From an optimization exercise on the open Yosys and OpenROAD flow, aimed at small area, a short achievable clock period and few clock cycles per item; shortcuts taken in it are not production practice. Function not checked in this run: the RTL went through the layout flow alone.

<file path="design/flow/run.sh">
#!/bin/bash
# synth_recipe.tcl (not shown) runs the flow's synth.tcl, then flattens the netlist and writes it again
# the make line also repeats each setting of config.mk as NAME=value (left out here)
make -C /OpenROAD-flow-scripts/flow DESIGN_CONFIG=/design/flow/config.mk WORK_HOME=/design/flow/orfs CLKGATE_MAP_FILE= SYNTH_SCRIPT=/design/flow/synth_recipe.tcl finish
</file>
<file path="design/flow/config.mk">
export PLATFORM = sky130hd
export DESIGN_NAME = CordicAccelerator
export DESIGN_NICKNAME = CordicAccelerator
export VERILOG_FILES = /design/flow/design.v
export SDC_FILE = /design/flow/constraint.sdc
export NUM_CORES = 8
export LEC_CHECK = 0
export CAP_MARGIN = 20
export CORE_MARGIN = 2
export CORE_UTILIZATION = 60
export CTS_BUF_LIST = sky130_fd_sc_hd__clkbuf_8 sky130_fd_sc_hd__clkbuf_16
export CTS_CLUSTER_DIAMETER = 80
export CTS_CLUSTER_SIZE = 30
export GPL_ROUTABILITY_DRIVEN = 0
export SETUP_SLACK_MARGIN = 2.5
export SLEW_MARGIN = 20
</file>
<file path="design/flow/constraint.sdc">
create_clock -name core_clock -period 6.0 [get_ports {clock}]
set_input_delay 1.2000 -clock core_clock [delete_from_list [all_inputs] [get_ports {clock}]]
set_output_delay 1.2000 -clock core_clock [all_outputs]
set_load 0.01 [all_outputs]
</file>
<file path="design/flow/design.v">
module CordicAccelerator(
  input         clock,
  input         reset,
  input         cmd_valid,
  output        cmd_ready,
  input  [6:0]  cmd_funct,
  input  [4:0]  cmd_rd,
  input  [63:0] cmd_rs1,
  input  [63:0] cmd_rs2,
  output        resp_valid,
  input         resp_ready,
  output [4:0]  resp_rd,
  output [63:0] resp_data,
  output        busy
);
  function [31:0] addc(input [31:0] a, input [31:0] b, input c);
    reg [31:0] g, p, gg, pp, gn, pn;
    integer k, l;
    begin
      g = a & b;
      p = a ^ b;
      gg = g;
      pp = p;
      gg[0] = g[0] | (p[0] & c);
      pp[0] = 1'b0;
      gg[1] = g[1] | (p[1] & ~(~a[0] | ~b[0])) | (p[1] & p[0] & c);
      pp[1] = 1'b0;
      for (l = 0; l < 5; l = l + 1) begin
        gn = gg;
        pn = pp;
        for (k = 2; k < 32; k = k + 1)
          if (k[l]) begin
            gn[k] = gg[k] | (pp[k] & gg[((k >> l) << l) - 1]);
            pn[k] = pp[k] & pp[((k >> l) << l) - 1];
          end
        gg = gn;
        pp = pn;
      end
      addc = p ^ {gg[30:0], c};
    end
  endfunction
  wire recirc;    
  wire [31:0] res;
  wire [4:0] end_rd;
  wire take;      
  assign cmd_ready = take;
  wire accept = cmd_valid & take;
  wire [31:0] z0 = cmd_rs2[31:0];
  wire z0_fits = (z0[31:17] == {15{z0[31]}});
  wire [17:0] zc0 = z0_fits ? z0[17:0] : {z0[31], {17{~z0[31]}}};
  wire d1 = zc0[17];
  wire [17:0] zs2 = d1 ? zc0 + 18'd51472 : zc0 - 18'd51472;
  wire [16:0] z3 = (zs2[17:16] == {2{zs2[17]}}) ? zs2[16:0] : {zs2[17], {16{~zs2[17]}}};
  wire d6 = z0[31] ? ($signed(z0) < -32'sd51472) : ($signed(z0) < 32'sd51472);
  wire [31:0] x4 = cmd_rs1[31:0];
  wire [31:0] yt5 = (cmd_rs1[31:0] ^ {32{d1}}) + {31'd0, d1};
  wire c2_7 = $signed(z0) < 32'sd81858;
  wire c2_8 = $signed(z0) < 32'sd21086;
  wire c2_9 = $signed(z0) < -32'sd21086;
  wire c2_10 = $signed(z0) < -32'sd81858;
  wire d11 = z0[31] ? (d6 ? c2_10 : c2_9) : (d6 ? c2_8 : c2_7);
  reg [31:0] p1_x, p1_y;
  reg [17:0] p1_z;
  reg p1_d1, p1_d2;
  reg [4:0] p1_rd;
  reg p1_fn, p1_dn, p1_v;
  always @(posedge clock) begin
    if (reset) p1_v <= 1'b0;
    else p1_v <= accept | recirc;
    p1_x <= (recirc ? res : x4) ^ {32{~d6}};
    p1_y <= recirc ? 32'd0 : yt5;
    p1_z <= zc0;
    p1_rd <= recirc ? end_rd : cmd_rd;
    p1_fn <= ~recirc & cmd_funct[0];
    p1_dn <= recirc;
    p1_d1 <= d6;
    p1_d2 <= d11;
  end
  wire [18:0] zk12 = p1_z[17] ? (p1_d1 ? (p1_d2 ? 19'sd97913 : 19'sd65803) : (p1_d2 ? 19'sd37141 : 19'sd5031)) : (p1_d1 ? (p1_d2 ? -19'sd5031 : -19'sd37141) : (p1_d2 ? -19'sd65803 : -19'sd97913));
  wire [18:0] zs13 = {p1_z[17], p1_z} + zk12;
  wire [31:0] ys16 = $signed(p1_y) >>> 1;
  wire [31:0] xs17 = $signed(p1_x) >>> 1;
  wire [31:0] u19 = addc(p1_x, ys16, 1'b0);
  wire [31:0] x14 = u19 ^ {32{p1_d1 ^ p1_d2}};
  wire [31:0] b18 = p1_dn ? {32{p1_d1}} : ~xs17;
  wire [31:0] yt15 = addc(p1_y, b18, p1_d1);
  reg [31:0] p2_x, p2_y;
  reg [4:0] p2_rd;
  reg p2_fn, p2_dn, p2_v;
  reg p2_d;
  reg [18:0] p2_z;
  always @(posedge clock) begin
    if (reset) p2_v <= 1'b0;
    else p2_v <= p1_v;
    p2_x <= x14;
    p2_y <= yt15;
    p2_rd <= p1_rd;
    p2_fn <= p1_fn;
    p2_dn <= p1_dn;
    p2_d <= p1_d2;
    p2_z <= zs13;
  end
  wire [18:0] zs20 = p2_z[18] ? p2_z + 19'd8150 : p2_z - 19'd8150;
  wire [13:0] z21 = (zs20[18:13] == {6{zs20[18]}}) ? zs20[13:0] : {zs20[18], {13{~zs20[18]}}};
  wire [31:0] ys24 = $signed(p2_y) >>> 2;
  wire [31:0] xs25 = $signed(p2_x) >>> 2;
  wire [31:0] u27 = addc(p2_x, ys24, 1'b0);
  wire [31:0] x22 = u27 ^ {32{p2_d ^ p2_z[18]}};
  wire [31:0] b26 = p2_dn ? {32{p2_d}} : ~xs25;
  wire [31:0] yt23 = addc(p2_y, b26, p2_d);
  reg [31:0] p3_x, p3_y;
  reg [4:0] p3_rd;
  reg p3_fn, p3_dn, p3_v;
  reg p3_d;
  reg [13:0] p3_z;
  always @(posedge clock) begin
    if (reset) p3_v <= 1'b0;
    else p3_v <= p2_v;
    p3_x <= x22;
    p3_y <= yt23;
    p3_rd <= p2_rd;
    p3_fn <= p2_fn;
    p3_dn <= p2_dn;
    p3_d <= p2_z[18];
    p3_z <= z21;
  end
  wire [13:0] zs28 = p3_z[13] ? p3_z + 14'd4091 : p3_z - 14'd4091;
  wire [12:0] z29 = (zs28[13:12] == {2{zs28[13]}}) ? zs28[12:0] : {zs28[13], {12{~zs28[13]}}};
  wire [31:0] ys32 = $signed(p3_y) >>> 3;
  wire [31:0] xs33 = $signed(p3_x) >>> 3;
  wire [31:0] u35 = addc(p3_x, ys32, 1'b0);
  wire [31:0] x30 = u35 ^ {32{p3_d ^ p3_z[13]}};
  wire [31:0] b34 = p3_dn ? {32{p3_d}} : ~xs33;
  wire [31:0] yt31 = addc(p3_y, b34, p3_d);
  reg [31:0] p4_x, p4_y;
  reg [4:0] p4_rd;
  reg p4_fn, p4_dn, p4_v;
  reg p4_d;
  reg [12:0] p4_z;
  always @(posedge clock) begin
    if (reset) p4_v <= 1'b0;
    else p4_v <= p3_v;
    p4_x <= x30;
    p4_y <= yt31;
    p4_rd <= p3_rd;
    p4_fn <= p3_fn;
    p4_dn <= p3_dn;
    p4_d <= p3_z[13];
    p4_z <= z29;
  end
  wire [12:0] zs36 = p4_z[12] ? p4_z + 13'd2047 : p4_z - 13'd2047;
  wire [11:0] z37 = (zs36[12:11] == {2{zs36[12]}}) ? zs36[11:0] : {zs36[12], {11{~zs36[12]}}};
  wire [31:0] ys40 = $signed(p4_y) >>> 4;
  wire [31:0] xs41 = $signed(p4_x) >>> 4;
  wire [31:0] u43 = addc(p4_x, ys40, 1'b0);
  wire [31:0] x38 = u43 ^ {32{p4_d ^ p4_z[12]}};
  wire [31:0] b42 = p4_dn ? {32{p4_d}} : ~xs41;
  wire [31:0] yt39 = addc(p4_y, b42, p4_d);
  reg [31:0] p5_x, p5_y;
  reg [4:0] p5_rd;
  reg p5_fn, p5_dn, p5_v;
  reg p5_d;
  reg [11:0] p5_z;
  always @(posedge clock) begin
    if (reset) p5_v <= 1'b0;
    else p5_v <= p4_v;
    p5_x <= x38;
    p5_y <= yt39;
    p5_rd <= p4_rd;
    p5_fn <= p4_fn;
    p5_dn <= p4_dn;
    p5_d <= p4_z[12];
    p5_z <= z37;
  end
  wire [11:0] zs44 = p5_z[11] ? p5_z + 12'd1024 : p5_z - 12'd1024;
  wire [10:0] z45 = (zs44[11:10] == {2{zs44[11]}}) ? zs44[10:0] : {zs44[11], {10{~zs44[11]}}};
  wire [31:0] ys48 = $signed(p5_y) >>> 5;
  wire [31:0] xs49 = $signed(p5_x) >>> 5;
  wire [31:0] u51 = addc(p5_x, ys48, 1'b0);
  wire [31:0] x46 = u51 ^ {32{p5_d ^ p5_z[11]}};
  wire [31:0] b50 = p5_dn ? {32{p5_d}} : ~xs49;
  wire [31:0] yt47 = addc(p5_y, b50, p5_d);
  reg [31:0] p6_x, p6_y;
  reg [4:0] p6_rd;
  reg p6_fn, p6_dn, p6_v;
  reg p6_d;
  reg [10:0] p6_z;
  always @(posedge clock) begin
    if (reset) p6_v <= 1'b0;
    else p6_v <= p5_v;
    p6_x <= x46;
    p6_y <= yt47;
    p6_rd <= p5_rd;
    p6_fn <= p5_fn;
    p6_dn <= p5_dn;
    p6_d <= p5_z[11];
    p6_z <= z45;
  end
  wire [10:0] zs52 = p6_z[10] ? p6_z + 11'd512 : p6_z - 11'd512;
  wire [9:0] z53 = (zs52[10:9] == {2{zs52[10]}}) ? zs52[9:0] : {zs52[10], {9{~zs52[10]}}};
  wire [31:0] ys56 = $signed(p6_y) >>> 6;
  wire [31:0] xs57 = $signed(p6_x) >>> 6;
  wire [31:0] u59 = addc(p6_x, ys56, 1'b0);
  wire [31:0] x54 = u59 ^ {32{p6_d ^ p6_z[10]}};
  wire [31:0] b58 = p6_dn ? {32{p6_d}} : ~xs57;
  wire [31:0] yt55 = addc(p6_y, b58, p6_d);
  reg [31:0] p7_x, p7_y;
  reg [4:0] p7_rd;
  reg p7_fn, p7_dn, p7_v;
  reg p7_d;
  reg [9:0] p7_z;
  always @(posedge clock) begin
    if (reset) p7_v <= 1'b0;
    else p7_v <= p6_v;
    p7_x <= x54;
    p7_y <= yt55;
    p7_rd <= p6_rd;
    p7_fn <= p6_fn;
    p7_dn <= p6_dn;
    p7_d <= p6_z[10];
    p7_z <= z53;
  end
  wire [9:0] zs60 = p7_z[9] ? p7_z + 10'd256 : p7_z - 10'd256;
  wire [8:0] z61 = (zs60[9:8] == {2{zs60[9]}}) ? zs60[8:0] : {zs60[9], {8{~zs60[9]}}};
  wire [31:0] ys64 = $signed(p7_y) >>> 7;
  wire [31:0] xs65 = $signed(p7_x) >>> 7;
  wire [31:0] u67 = addc(p7_x, ys64, 1'b0);
  wire [31:0] x62 = u67 ^ {32{p7_d ^ p7_z[9]}};
  wire [31:0] b66 = p7_dn ? {32{p7_d}} : ~xs65;
  wire [31:0] yt63 = addc(p7_y, b66, p7_d);
  reg [31:0] p8_x, p8_y;
  reg [4:0] p8_rd;
  reg p8_fn, p8_dn, p8_v;
  reg p8_d;
  reg [8:0] p8_z;
  always @(posedge clock) begin
    if (reset) p8_v <= 1'b0;
    else p8_v <= p7_v;
    p8_x <= x62;
    p8_y <= yt63;
    p8_rd <= p7_rd;
    p8_fn <= p7_fn;
    p8_dn <= p7_dn;
    p8_d <= p7_z[9];
    p8_z <= z61;
  end
  wire [8:0] zs68 = p8_z[8] ? p8_z + 9'd128 : p8_z - 9'd128;
  wire [7:0] z69 = (zs68[8:7] == {2{zs68[8]}}) ? zs68[7:0] : {zs68[8], {7{~zs68[8]}}};
  wire [31:0] ys72 = $signed(p8_y) >>> 8;
  wire [31:0] xs73 = $signed(p8_x) >>> 8;
  wire [31:0] u75 = addc(p8_x, ys72, 1'b0);
  wire [31:0] x70 = u75 ^ {32{p8_d ^ p8_z[8]}};
  wire [31:0] b74 = p8_dn ? {32{p8_d}} : ~xs73;
  wire [31:0] yt71 = addc(p8_y, b74, p8_d);
  reg [31:0] p9_x, p9_y;
  reg [4:0] p9_rd;
  reg p9_fn, p9_dn, p9_v;
  reg p9_d;
  reg [7:0] p9_z;
  always @(posedge clock) begin
    if (reset) p9_v <= 1'b0;
    else p9_v <= p8_v;
    p9_x <= x70;
    p9_y <= yt71;
    p9_rd <= p8_rd;
    p9_fn <= p8_fn;
    p9_dn <= p8_dn;
    p9_d <= p8_z[8];
    p9_z <= z69;
  end
  wire [7:0] zs76 = p9_z[7] ? p9_z + 8'd64 : p9_z - 8'd64;
  wire [6:0] z77 = (zs76[7:6] == {2{zs76[7]}}) ? zs76[6:0] : {zs76[7], {6{~zs76[7]}}};
  wire [31:0] ys80 = $signed(p9_y) >>> 9;
  wire [31:0] xs81 = $signed(p9_x) >>> 9;
  wire [31:0] u83 = addc(p9_x, ys80, 1'b0);
  wire [31:0] x78 = u83 ^ {32{p9_d ^ p9_z[7]}};
  wire [31:0] b82 = p9_dn ? {32{p9_d}} : ~xs81;
  wire [31:0] yt79 = addc(p9_y, b82, p9_d);
  reg [31:0] p10_x, p10_y;
  reg [4:0] p10_rd;
  reg p10_fn, p10_dn, p10_v;
  reg p10_d;
  reg [6:0] p10_z;
  always @(posedge clock) begin
    if (reset) p10_v <= 1'b0;
    else p10_v <= p9_v;
    p10_x <= x78;
    p10_y <= yt79;
    p10_rd <= p9_rd;
    p10_fn <= p9_fn;
    p10_dn <= p9_dn;
    p10_d <= p9_z[7];
    p10_z <= z77;
  end
  wire [6:0] zs84 = p10_z[6] ? p10_z + 7'd32 : p10_z - 7'd32;
  wire [5:0] z85 = (zs84[6:5] == {2{zs84[6]}}) ? zs84[5:0] : {zs84[6], {5{~zs84[6]}}};
  wire [31:0] ys88 = $signed(p10_y) >>> 10;
  wire [31:0] xs89 = $signed(p10_x) >>> 10;
  wire [31:0] u91 = addc(p10_x, ys88, 1'b0);
  wire [31:0] x86 = u91 ^ {32{p10_d ^ p10_z[6]}};
  wire [31:0] b90 = p10_dn ? {32{p10_d}} : ~xs89;
  wire [31:0] yt87 = addc(p10_y, b90, p10_d);
  reg [31:0] p11_x, p11_y;
  reg [4:0] p11_rd;
  reg p11_fn, p11_dn, p11_v;
  reg p11_d;
  reg [5:0] p11_z;
  always @(posedge clock) begin
    if (reset) p11_v <= 1'b0;
    else p11_v <= p10_v;
    p11_x <= x86;
    p11_y <= yt87;
    p11_rd <= p10_rd;
    p11_fn <= p10_fn;
    p11_dn <= p10_dn;
    p11_d <= p10_z[6];
    p11_z <= z85;
  end
  wire [5:0] zs92 = p11_z[5] ? p11_z + 6'd16 : p11_z - 6'd16;
  wire [4:0] z93 = (zs92[5:4] == {2{zs92[5]}}) ? zs92[4:0] : {zs92[5], {4{~zs92[5]}}};
  wire [31:0] ys96 = $signed(p11_y) >>> 11;
  wire [31:0] xs97 = $signed(p11_x) >>> 11;
  wire [31:0] u99 = addc(p11_x, ys96, 1'b0);
  wire [31:0] x94 = u99 ^ {32{p11_d ^ p11_z[5]}};
  wire [31:0] b98 = p11_dn ? {32{p11_d}} : ~xs97;
  wire [31:0] yt95 = addc(p11_y, b98, p11_d);
  reg [31:0] p12_x, p12_y;
  reg [4:0] p12_rd;
  reg p12_fn, p12_dn, p12_v;
  reg p12_d;
  reg [4:0] p12_z;
  always @(posedge clock) begin
    if (reset) p12_v <= 1'b0;
    else p12_v <= p11_v;
    p12_x <= x94;
    p12_y <= yt95;
    p12_rd <= p11_rd;
    p12_fn <= p11_fn;
    p12_dn <= p11_dn;
    p12_d <= p11_z[5];
    p12_z <= z93;
  end
  wire [4:0] zs100 = p12_z[4] ? p12_z + 5'd8 : p12_z - 5'd8;
  wire [3:0] z101 = (zs100[4:3] == {2{zs100[4]}}) ? zs100[3:0] : {zs100[4], {3{~zs100[4]}}};
  wire [31:0] ys104 = $signed(p12_y) >>> 12;
  wire [31:0] xs105 = $signed(p12_x) >>> 12;
  wire [31:0] u107 = addc(p12_x, ys104, 1'b0);
  wire [31:0] x102 = u107 ^ {32{p12_d ^ p12_z[4]}};
  wire [31:0] b106 = p12_dn ? {32{p12_d}} : ~xs105;
  wire [31:0] yt103 = addc(p12_y, b106, p12_d);
  reg [31:0] p13_x, p13_y;
  reg [4:0] p13_rd;
  reg p13_fn, p13_dn, p13_v;
  reg p13_d;
  reg [3:0] p13_z;
  always @(posedge clock) begin
    if (reset) p13_v <= 1'b0;
    else p13_v <= p12_v;
    p13_x <= x102;
    p13_y <= yt103;
    p13_rd <= p12_rd;
    p13_fn <= p12_fn;
    p13_dn <= p12_dn;
    p13_d <= p12_z[4];
    p13_z <= z101;
  end
  wire [3:0] zs108 = p13_z[3] ? p13_z + 4'd4 : p13_z - 4'd4;
  wire [2:0] z109 = (zs108[3:2] == {2{zs108[3]}}) ? zs108[2:0] : {zs108[3], {2{~zs108[3]}}};
  wire [31:0] ys112 = $signed(p13_y) >>> 13;
  wire [31:0] xs113 = $signed(p13_x) >>> 13;
  wire [31:0] u115 = addc(p13_x, ys112, 1'b0);
  wire [31:0] x110 = u115 ^ {32{p13_d ^ p13_z[3]}};
  wire [31:0] b114 = p13_dn ? {32{p13_d}} : ~xs113;
  wire [31:0] yt111 = addc(p13_y, b114, p13_d);
  reg [31:0] p14_x, p14_y;
  reg [4:0] p14_rd;
  reg p14_fn, p14_dn, p14_v;
  reg p14_d;
  reg [2:0] p14_z;
  always @(posedge clock) begin
    if (reset) p14_v <= 1'b0;
    else p14_v <= p13_v;
    p14_x <= x110;
    p14_y <= yt111;
    p14_rd <= p13_rd;
    p14_fn <= p13_fn;
    p14_dn <= p13_dn;
    p14_d <= p13_z[3];
    p14_z <= z109;
  end
  wire [2:0] zs116 = p14_z[2] ? p14_z + 3'd2 : p14_z - 3'd2;
  wire [1:0] z117 = (zs116[2:1] == {2{zs116[2]}}) ? zs116[1:0] : {zs116[2], {1{~zs116[2]}}};
  wire [31:0] ys120 = $signed(p14_y) >>> 14;
  wire [31:0] xs121 = $signed(p14_x) >>> 14;
  wire [31:0] u123 = addc(p14_x, ys120, 1'b0);
  wire [31:0] x118 = u123 ^ {32{p14_d ^ p14_z[2]}};
  wire [31:0] b122 = p14_dn ? {32{p14_d}} : ~xs121;
  wire [31:0] yt119 = addc(p14_y, b122, p14_d);
  reg [31:0] p15_x, p15_y;
  reg [4:0] p15_rd;
  reg p15_fn, p15_dn, p15_v;
  reg p15_d;
  reg [1:0] p15_z;
  always @(posedge clock) begin
    if (reset) p15_v <= 1'b0;
    else p15_v <= p14_v;
    p15_x <= x118;
    p15_y <= yt119;
    p15_rd <= p14_rd;
    p15_fn <= p14_fn;
    p15_dn <= p14_dn;
    p15_d <= p14_z[2];
    p15_z <= z117;
  end
  wire [1:0] zs124 = p15_z[1] ? p15_z + 2'd1 : p15_z - 2'd1;
  wire z125 = zs124[1];
  wire [31:0] ys128 = $signed(p15_y) >>> 15;
  wire [31:0] xs129 = $signed(p15_x) >>> 15;
  wire [31:0] u131 = addc(p15_x, ys128, 1'b0);
  wire [31:0] x126 = u131 ^ {32{p15_d ^ p15_z[1]}};
  wire [31:0] b130 = p15_dn ? {32{p15_d}} : ~xs129;
  wire [31:0] yt127 = addc(p15_y, b130, p15_d);
  reg [31:0] p16_x, p16_y;
  reg [4:0] p16_rd;
  reg p16_fn, p16_dn, p16_v;
  reg p16_d;
  reg p16_z;
  always @(posedge clock) begin
    if (reset) p16_v <= 1'b0;
    else p16_v <= p15_v;
    p16_x <= x126;
    p16_y <= yt127;
    p16_rd <= p15_rd;
    p16_fn <= p15_fn;
    p16_dn <= p15_dn;
    p16_d <= p15_z[1];
    p16_z <= z125;
  end
  wire [31:0] ys134 = $signed(p16_y) >>> 16;
  wire [31:0] xs135 = $signed(p16_x) >>> 16;
  wire [31:0] u137 = addc(p16_x, ys134, 1'b0);
  wire [31:0] x132 = u137 ^ {32{p16_d ^ p16_z}};
  wire [31:0] b136 = p16_dn ? {32{p16_d}} : ~xs135;
  wire [31:0] yt133 = addc(p16_y, b136, p16_d);
  reg [31:0] p17_x, p17_y;
  reg [4:0] p17_rd;
  reg p17_fn, p17_dn, p17_v;
  reg p17_d;
  always @(posedge clock) begin
    if (reset) p17_v <= 1'b0;
    else p17_v <= p16_v;
    p17_x <= x132;
    p17_y <= yt133;
    p17_rd <= p16_rd;
    p17_fn <= p16_fn;
    p17_dn <= p16_dn;
    p17_d <= p16_z;
  end
  wire [31:0] ys140 = $signed(p17_y) >>> 17;
  wire [31:0] xs141 = $signed(p17_x) >>> 17;
  wire [31:0] u143 = addc(p17_x, ys140, 1'b0);
  wire [31:0] x138 = u143;
  wire [31:0] b142 = p17_dn ? {32{p17_d}} : ~xs141;
  wire [31:0] yt139 = addc(p17_y, b142, p17_d);
  reg [31:0] p18_x, p18_y;
  reg [4:0] p18_rd;
  reg p18_fn, p18_dn, p18_v;
  reg p18_d;
  always @(posedge clock) begin
    if (reset) p18_v <= 1'b0;
    else p18_v <= p17_v;
    p18_x <= x138;
    p18_y <= yt139;
    p18_rd <= p17_rd;
    p18_fn <= p17_fn;
    p18_dn <= p17_dn;
    p18_d <= p17_d;
  end
  wire [31:0] ys146 = $signed(p18_y) >>> 18;
  wire [31:0] xs147 = $signed(p18_x) >>> 18;
  wire [31:0] u149 = addc(p18_x, ys146, 1'b0);
  wire [31:0] x144 = u149;
  wire [31:0] b148 = p18_dn ? {32{p18_d}} : ~xs147;
  wire [31:0] yt145 = addc(p18_y, b148, p18_d);
  reg [31:0] p19_x, p19_y;
  reg [4:0] p19_rd;
  reg p19_fn, p19_dn, p19_v;
  reg p19_d;
  always @(posedge clock) begin
    if (reset) p19_v <= 1'b0;
    else p19_v <= p18_v;
    p19_x <= x144;
    p19_y <= yt145;
    p19_rd <= p18_rd;
    p19_fn <= p18_fn;
    p19_dn <= p18_dn;
    p19_d <= p18_d;
  end
  wire [31:0] ys152 = $signed(p19_y) >>> 19;
  wire [31:0] xs153 = $signed(p19_x) >>> 19;
  wire [31:0] u155 = addc(p19_x, ys152, 1'b0);
  wire [31:0] x150 = u155;
  wire [31:0] b154 = p19_dn ? {32{p19_d}} : ~xs153;
  wire [31:0] yt151 = addc(p19_y, b154, p19_d);
  reg [31:0] p20_x, p20_y;
  reg [4:0] p20_rd;
  reg p20_fn, p20_dn, p20_v;
  reg p20_d;
  always @(posedge clock) begin
    if (reset) p20_v <= 1'b0;
    else p20_v <= p19_v;
    p20_x <= x150;
    p20_y <= yt151;
    p20_rd <= p19_rd;
    p20_fn <= p19_fn;
    p20_dn <= p19_dn;
    p20_d <= p19_d;
  end
  wire [31:0] ys158 = $signed(p20_y) >>> 20;
  wire [31:0] xs159 = $signed(p20_x) >>> 20;
  wire [31:0] u161 = addc(p20_x, ys158, 1'b0);
  wire [31:0] x156 = u161;
  wire [31:0] b160 = p20_dn ? {32{p20_d}} : ~xs159;
  wire [31:0] yt157 = addc(p20_y, b160, p20_d);
  reg [31:0] p21_x, p21_y;
  reg [4:0] p21_rd;
  reg p21_fn, p21_dn, p21_v;
  reg p21_d;
  always @(posedge clock) begin
    if (reset) p21_v <= 1'b0;
    else p21_v <= p20_v;
    p21_x <= x156;
    p21_y <= yt157;
    p21_rd <= p20_rd;
    p21_fn <= p20_fn;
    p21_dn <= p20_dn;
    p21_d <= p20_d;
  end
  wire [31:0] ys164 = $signed(p21_y) >>> 21;
  wire [31:0] xs165 = $signed(p21_x) >>> 21;
  wire [31:0] u167 = addc(p21_x, ys164, 1'b0);
  wire [31:0] x162 = u167;
  wire [31:0] b166 = p21_dn ? {32{p21_d}} : ~xs165;
  wire [31:0] yt163 = addc(p21_y, b166, p21_d);
  reg [31:0] p22_x, p22_y;
  reg [4:0] p22_rd;
  reg p22_fn, p22_dn, p22_v;
  reg p22_d;
  always @(posedge clock) begin
    if (reset) p22_v <= 1'b0;
    else p22_v <= p21_v;
    p22_x <= x162;
    p22_y <= yt163;
    p22_rd <= p21_rd;
    p22_fn <= p21_fn;
    p22_dn <= p21_dn;
    p22_d <= p21_d;
  end
  wire [31:0] ys170 = $signed(p22_y) >>> 22;
  wire [31:0] xs171 = $signed(p22_x) >>> 22;
  wire [31:0] u173 = addc(p22_x, ys170, 1'b0);
  wire [31:0] x168 = u173;
  wire [31:0] b172 = p22_dn ? {32{p22_d}} : ~xs171;
  wire [31:0] yt169 = addc(p22_y, b172, p22_d);
  reg [31:0] p23_x, p23_y;
  reg [4:0] p23_rd;
  reg p23_fn, p23_dn, p23_v;
  reg p23_d;
  always @(posedge clock) begin
    if (reset) p23_v <= 1'b0;
    else p23_v <= p22_v;
    p23_x <= x168;
    p23_y <= yt169;
    p23_rd <= p22_rd;
    p23_fn <= p22_fn;
    p23_dn <= p22_dn;
    p23_d <= p22_d;
  end
  wire [31:0] ys176 = $signed(p23_y) >>> 23;
  wire [31:0] xs177 = $signed(p23_x) >>> 23;
  wire [31:0] u179 = addc(p23_x, ys176, 1'b0);
  wire [31:0] x174 = u179;
  wire [31:0] b178 = p23_dn ? {32{p23_d}} : ~xs177;
  wire [31:0] yt175 = addc(p23_y, b178, p23_d);
  reg [31:0] p24_x, p24_y;
  reg [4:0] p24_rd;
  reg p24_fn, p24_dn, p24_v;
  reg p24_d;
  always @(posedge clock) begin
    if (reset) p24_v <= 1'b0;
    else p24_v <= p23_v;
    p24_x <= x174;
    p24_y <= yt175;
    p24_rd <= p23_rd;
    p24_fn <= p23_fn;
    p24_dn <= p23_dn;
    p24_d <= p23_d;
  end
  wire [31:0] ys182 = $signed(p24_y) >>> 24;
  wire [31:0] xs183 = $signed(p24_x) >>> 24;
  wire [31:0] u185 = addc(p24_x, ys182, 1'b0);
  wire [31:0] x180 = u185;
  wire [31:0] b184 = p24_dn ? {32{p24_d}} : ~xs183;
  wire [31:0] yt181 = addc(p24_y, b184, p24_d);
  reg [31:0] p25_x, p25_y;
  reg [4:0] p25_rd;
  reg p25_fn, p25_dn, p25_v;
  reg p25_d;
  always @(posedge clock) begin
    if (reset) p25_v <= 1'b0;
    else p25_v <= p24_v;
    p25_x <= x180;
    p25_y <= yt181;
    p25_rd <= p24_rd;
    p25_fn <= p24_fn;
    p25_dn <= p24_dn;
    p25_d <= p24_d;
  end
  wire [31:0] ys188 = $signed(p25_y) >>> 25;
  wire [31:0] xs189 = $signed(p25_x) >>> 25;
  wire [31:0] u191 = addc(p25_x, ys188, 1'b0);
  wire [31:0] x186 = u191;
  wire [31:0] b190 = p25_dn ? {32{p25_d}} : ~xs189;
  wire [31:0] yt187 = addc(p25_y, b190, p25_d);
  reg [31:0] p26_x, p26_y;
  reg [4:0] p26_rd;
  reg p26_fn, p26_dn, p26_v;
  reg p26_d;
  always @(posedge clock) begin
    if (reset) p26_v <= 1'b0;
    else p26_v <= p25_v;
    p26_x <= x186;
    p26_y <= yt187;
    p26_rd <= p25_rd;
    p26_fn <= p25_fn;
    p26_dn <= p25_dn;
    p26_d <= p25_d;
  end
  wire [31:0] ys194 = $signed(p26_y) >>> 26;
  wire [31:0] xs195 = $signed(p26_x) >>> 26;
  wire [31:0] u197 = addc(p26_x, ys194, 1'b0);
  wire [31:0] x192 = u197;
  wire [31:0] b196 = p26_dn ? {32{p26_d}} : ~xs195;
  wire [31:0] yt193 = addc(p26_y, b196, p26_d);
  reg [31:0] p27_x, p27_y;
  reg [4:0] p27_rd;
  reg p27_fn, p27_dn, p27_v;
  reg p27_d;
  always @(posedge clock) begin
    if (reset) p27_v <= 1'b0;
    else p27_v <= p26_v;
    p27_x <= x192;
    p27_y <= yt193;
    p27_rd <= p26_rd;
    p27_fn <= p26_fn;
    p27_dn <= p26_dn;
    p27_d <= p26_d;
  end
  wire [31:0] ys200 = $signed(p27_y) >>> 27;
  wire [31:0] xs201 = $signed(p27_x) >>> 27;
  wire [31:0] u203 = addc(p27_x, ys200, 1'b0);
  wire [31:0] x198 = u203;
  wire [31:0] b202 = p27_dn ? {32{p27_d}} : ~xs201;
  wire [31:0] yt199 = addc(p27_y, b202, p27_d);
  reg [31:0] p28_x, p28_y;
  reg [4:0] p28_rd;
  reg p28_fn, p28_dn, p28_v;
  reg p28_d;
  always @(posedge clock) begin
    if (reset) p28_v <= 1'b0;
    else p28_v <= p27_v;
    p28_x <= x198;
    p28_y <= yt199;
    p28_rd <= p27_rd;
    p28_fn <= p27_fn;
    p28_dn <= p27_dn;
    p28_d <= p27_d;
  end
  wire [31:0] ys206 = $signed(p28_y) >>> 28;
  wire [31:0] xs207 = $signed(p28_x) >>> 28;
  wire [31:0] u209 = addc(p28_x, ys206, 1'b0);
  wire [31:0] x204 = u209;
  wire [31:0] b208 = p28_dn ? {32{p28_d}} : ~xs207;
  wire [31:0] yt205 = addc(p28_y, b208, p28_d);
  reg [31:0] p29_x, p29_y;
  reg [4:0] p29_rd;
  reg p29_fn, p29_dn, p29_v;
  reg p29_d;
  always @(posedge clock) begin
    if (reset) p29_v <= 1'b0;
    else p29_v <= p28_v;
    p29_x <= x204;
    p29_y <= yt205;
    p29_rd <= p28_rd;
    p29_fn <= p28_fn;
    p29_dn <= p28_dn;
    p29_d <= p28_d;
  end
  wire [31:0] ys212 = $signed(p29_y) >>> 29;
  wire [31:0] xs213 = $signed(p29_x) >>> 29;
  wire [31:0] u215 = addc(p29_x, ys212, 1'b0);
  wire [31:0] x210 = u215;
  wire [31:0] b214 = p29_dn ? {32{p29_d}} : ~xs213;
  wire [31:0] yt211 = addc(p29_y, b214, p29_d);
  reg [31:0] p30_x, p30_y;
  reg [4:0] p30_rd;
  reg p30_fn, p30_dn, p30_v;
  reg p30_d;
  always @(posedge clock) begin
    if (reset) p30_v <= 1'b0;
    else p30_v <= p29_v;
    p30_x <= x210;
    p30_y <= yt211;
    p30_rd <= p29_rd;
    p30_fn <= p29_fn;
    p30_dn <= p29_dn;
    p30_d <= p29_d;
  end
  wire [31:0] ys218 = $signed(p30_y) >>> 30;
  wire [31:0] xs219 = $signed(p30_x) >>> 30;
  wire [31:0] u221 = addc(p30_x, ys218, 1'b0);
  wire [31:0] x216 = u221;
  wire [31:0] b220 = p30_dn ? {32{p30_d}} : ~xs219;
  wire [31:0] yt217 = addc(p30_y, b220, p30_d);
  reg [31:0] p31_x, p31_y;
  reg [4:0] p31_rd;
  reg p31_fn, p31_dn, p31_v;
  reg p31_d;
  always @(posedge clock) begin
    if (reset) p31_v <= 1'b0;
    else p31_v <= p30_v;
    p31_x <= x216;
    p31_y <= yt217;
    p31_rd <= p30_rd;
    p31_fn <= p30_fn;
    p31_dn <= p30_dn;
    p31_d <= p30_d;
  end
  wire [31:0] x31 = p31_x ^ {32{~p31_d}};
  wire [31:0] eyi = p31_y + 32'd1;
  wire [31:0] eyd = p31_y - 32'd1;
  wire [31:0] exs = (p31_x - 32'd1) ^ {32{~p31_d}};
  wire [31:0] eys = p31_d ? eyi : eyd;
  assign res = p31_fn ? (x31[31] ? eys : p31_y) : (p31_y[31] ? exs : x31);
  assign end_rd = p31_rd;
  wire end_v = p31_v;
  reg [31:0] h_data;
  reg [4:0] h_rd;
  reg hv, busy_r;
  reg blocked;
  reg [4:0] wait_n;
  wire wait_0 = (wait_n == 5'd0);
  wire h_free = ~hv | resp_ready;
  wire push = end_v & h_free & (~blocked | wait_0);
  assign recirc = end_v & ~push;
  assign take = ~blocked & (~end_v | h_free);   
  wire hv_n = push | (hv & ~resp_ready);
  wire inflight_n = hv_n |
      (accept | recirc) |
      p1_v |
      p2_v |
      p3_v |
      p4_v |
      p5_v |
      p6_v |
      p7_v |
      p8_v |
      p9_v |
      p10_v |
      p11_v |
      p12_v |
      p13_v |
      p14_v |
      p15_v |
      p16_v |
      p17_v |
      p18_v |
      p19_v |
      p20_v |
      p21_v |
      p22_v |
      p23_v |
      p24_v |
      p25_v |
      p26_v |
      p27_v |
      p28_v |
      p29_v |
      p30_v;
  always @(posedge clock) begin
    if (reset) begin
      hv <= 1'b0;
      busy_r <= 1'b0;
      blocked <= 1'b0;
    end else begin
      hv <= hv_n;
      busy_r <= inflight_n;
      if (recirc & (~blocked | wait_0))
        blocked <= 1'b1;
      else if (push & blocked)
        blocked <= 1'b0;
    end
    if (recirc & (~blocked | wait_0))
      wait_n <= 5'd30;
    else
      wait_n <= wait_n - 5'd1;
    if (push) begin
      h_data <= res;
      h_rd <= end_rd;
    end
  end
  assign resp_valid = hv;
  assign resp_rd = h_rd;
  assign resp_data = {32'h0, h_data};
  assign busy = busy_r;
endmodule
</file>
==> run summary <==
The biggest fanout along the worst timing path came out at 8. Buffers placed on the I/O ports in this run total 113. The worst setup path is captured at a register. Relative to the synthesized area, the layout overhead comes to 14.10%. The maximum level of the CTS H-tree came out at 4. The maximum number of pins on one net before global-route repair is 75. The number of inserted filler cells in the final layout is 17600. The synthesized netlist cell count is 13920. The via count of the routed design came out at between 100k and 150k. The buffer depth of the longest clock path is 3.

After the first detailed-routing iteration, the DRC count stood at 5403. The post-synthesis instance area is 0.1376 mm^2. The critical hold path startpoint is p30_fn.

The width of the die is 482.9 um. The critical path goes through clkinvlp_4, nor2_4, buf_6, a21oi_4, ha_4, and3_4, a221o_1, a41oi_2, o31ai_2, buf_4, a31oi_4, o21ai_4, a21o_1, o41ai_4, o21bai_1, xnor2_1. The flow ran to the end and the layout has no timing, DRC or antenna violations.

The depth of the worst register-to-register path is 16. The slowest cell on the critical path is a21oi_4. In the final layout, the share of cells above drive strength 1 is between 10% and 20%. The slack of the worst reg-to-reg path came out at ~2.4 ns. The die footprint came out at around 0.23 mm^2. The total overflow left after global routing is 0. The peak per-stage delay on the critical path is 0.42 ns. Setup repair after global routing could not meet its margin everywhere.

Once detail routing completed, the nets flagged for antenna violations numbered 0. The clock net sink count is 2450. In the synthesized netlist the dominant register cell turns out to be dfxtp_1. The HPWL after detailed placement is 249.3 mm.

The biggest area contributor in the post-synthesis netlist is dfxtp_1. The startpoint identified for the worst register-to-register timing path is p22_dn. The aggregate routed wire length is 329.8 mm.

The post-route DRC violation count is 0. The routed length per instance came out at 18.66 um. The tool flagged a number of max-cap violations equal to 0. The required time of the critical path is 6.71 ns. The worst slew margin relative to its limit is 36.14%. The highest attainable clock frequency came out at between 200 and 300 MHz. For the final routed database, the setup TNS stands at 0 ns. The total area of sequential cells came out at about 0.050 mm^2.

The area of the core is 0.2277 mm^2. The clock transition time at the flip-flop clock pins of the worst setup and hold paths came out at around 0.10 ns. The total of warnings raised by yosys is 1. The most common cell in the synthesized netlist is dfxtp_1.

The actual transition at the worst max-transition pin is 0.9515 ns. The count of flip-flops with a built-in enable after synthesis is 37. The family of cells with the greatest summed delay on the critical path is compound AO/OA/AOI/OAI gates.

The minimum period implied by the final worst setup slack is 3.638 ns. The worst setup path is launched from a register. The count of boundary I/O pins is 216. The number of buffers and inverters on the critical path came out at 3. Each instance of the synthesized netlist takes up on average 9.888 um^2. Setup violations remaining at the end of the flow were counted as 0.

The number of antenna violations at the first check in global routing is 22. The via count of the first global-routing pass is 101300.

The floorplan row count is 175. The flip-flop and latch count after synthesis is 2450. The endpoint of the worst hold-timing path is p31_fn. Dividing the detail-routed via count by the number of cells gives ~5.7. The multi-input logic area is roughly 0.09 mm^2. The setup path with the least slack is of type register to register. The die is 482.9 um tall. TritonCTS built the clock tree. The number of different library cells used by synthesis comes to 89. The number of endpoints with negative hold slack in the final report is 0.

The global-route wire length before repair is just over 500 mm. The share of synthesized registers carrying an async set or reset is 0%. The later-pin clock latency in the skew report is 0.85 ns. The TritonCTS buffer count came out at 144. The worst setup skew after layout came out at 0.03541 ns.

The worst hold path belongs to the class register to register. By area the synthesized netlist is led by dfxtp_1 35%, ha_1 18%, xnor2_1 9.7%, a21oi_1 5.1%, fa_1 4.4%. The top-area cell type share of the netlist area came out at 35.10%. The number of nets in the layout is between 15000 and 20000. Global routing consumed, over all layers together, 27.31% of the routing resources. The cell sitting at the root of the clock tree is a clkbuf_16.

The number of cells on the worst hold path came out at 0. The number of hold-repair buffers added at the cts stage is 0. The worst register-to-register path ends at p23_y[31]. The commonest cells after synthesis are 2413 x dfxtp_1, 1929 x ha_1, 1530 x xnor2_1. The initial utilization of the core area, before any placement, comes to 60.43%.

The first-pass iteration count of the detailed router is 5. Summing the sequential cell areas from Yosys gives a little over a third of the chip area.

The final critical path takes up 60.64% of the cycle. The number of pins exceeding their max-slew limit in the final report came out at 0. For the worst setup path, the data arrival time is approximately 4.4 ns.
==> area by class of cell <==
class / count / area share [%]
Multi-Input combinational cell: 10480 / 56.78
Sequential cell: 2450 / 31.59
Timing Repair Buffer: 643 / 3.827
Tap cell: 3009 / 2.398
Clock buffer: 151 / 2.385
Inverter: 812 / 2.027
Clock inverter: 115 / 0.9363
Timing Repair inverter: 9 / 0.04064
Antenna cell: 11 / 0.01753
==> layer usage <==
layer | GRT usage [%] | share of wire, % | vias to the layer above
li1 | - | - | 50120
met1 | 37.04 | 46 | 48380
met2 | 45.81 | 47 | 1832
met3 | 3.457 | 4.7 | 565
met4 | 7.348 | 2.8 | 20
met5 | 0 | 0.038 | -
==> worst max-delay path by stage <==
| stage | start | endpoint | slack, ns | cells after the start |
|---|---|---|---|---|
| finish | p22_dn | p23_y[31] | 2.36 | 16 |
| global route | p22_dn | p23_y[31] | 2.16 | 16 |
| CTS | p11_dn | p12_y[31] | 2.39 | 13 |
| detailed placement | p11_dn | p12_y[31] | 1.25 | 15 |
| global placement | p11_dn | p12_y[31] | 1.41 | 15 |
| floorplan | p31_d | p1_x[25] | 2.10 | 13 |
==> cells in the final DEF, fill, tap and decap left out, types with 62 or more instances in the layout <==
cell and instances:
a211oi_1 62, a21o_1 566, a21oi_1 1246, a21oi_2 126
and3_1 101, buf_4 437, clkbuf_16 156, clkdlybuf4s50_1 107
dfxtp_1 2336, fa_1 303, ha_1 1863, inv_1 786
nand2_1 432, nand2b_1 155, nand3_1 194, nand4_1 82
nor2_1 744, nor2b_1 179, nor3_1 234, o21a_1 225
o21ai_0 409, o21bai_1 154, xnor2_1 1521, xor2_1 664
==> cell families after synthesis <==
group / Yosys count / share of synthesized area (%)
AO/OA/AOI/OAI: 3530 / 16.29
other: 1 / 0.002725
flip-flops: 2450 / 35.91
buffers and inverters: 1029 / 2.901
XOR/XNOR: 2211 / 14.07
multiplexers: 36 / 0.2628
AND/OR/NAND/NOR: 2426 / 8.584
adder cells (fa/ha/maj): 2234 / 21.98
==> through the flow <==
| stage | area (um^2) | hold WS (ns) | utilization, % | std cells | setup slack (ns) |
|---|---|---|---|---|---|
| after floorplan | 138600 | 0.3096 | - | 13950 | 2.105 |
| after global placement | 143400 | 0.3096 | 62.96 | 16930 | 1.409 |
| after detailed placement | 143400 | 0.3121 | 62.96 | 16930 | 1.249 |
| after CTS | 153200 | 0.3159 | 67.26 | 17440 | 2.389 |
| after global routing | 157000 | 0.3183 | 68.94 | 17670 | 2.155 |
| final | 157000 | 0.3143 | 68.95 | 17680 | 2.362 |
==> worst reg2reg max path: stages (launching register included) <==
cell	delay [ns]
dfxtp_2	0.35
clkinvlp_4	0.14
nor2_4	0.06
buf_6	0.12
a21oi_4	0.42
ha_4	0.30
and3_4	0.19
a221o_1	0.30
a41oi_2	0.17
o31ai_2	0.10
buf_4	0.17
a31oi_4	0.24
o21ai_4	0.09
a21o_1	0.25
o41ai_4	0.36
o21bai_1	0.13
xnor2_1	0.13
==> repair_timing <==
item,CTS,global route
gates resized for setup,521,445
setup endpoints to repair,590,332
gates cloned,25,13
pin swaps,151,312
setup buffers,220,207

[separate check: timing with driven ports]
Ports are ideal in the flow. The routed layout listed here was re-timed in OpenROAD.
Step 1: set_driving_cell puts a clkbuf_16 on clock and a buf_2 on each other input, an assumption about the parent block.
Step 2 times the ports against the registers' clock, not the clock port: input delays grow and output delays shrink by t, the midpoint of the rising clock arrivals with the driver on.
a / b / c = ideal ports / drivers / drivers and shift; a / b = the first two.
shift t [ns]: 0.918
setup WS [ns]: 2.362 / 2.362 / 1.757
clock arrival spread, ns: 0.048 / 0.048
After both steps setup and hold are still met in this run. The setup slack of this run moves by 0.000 ns with the drivers and by -0.605 ns with both steps.
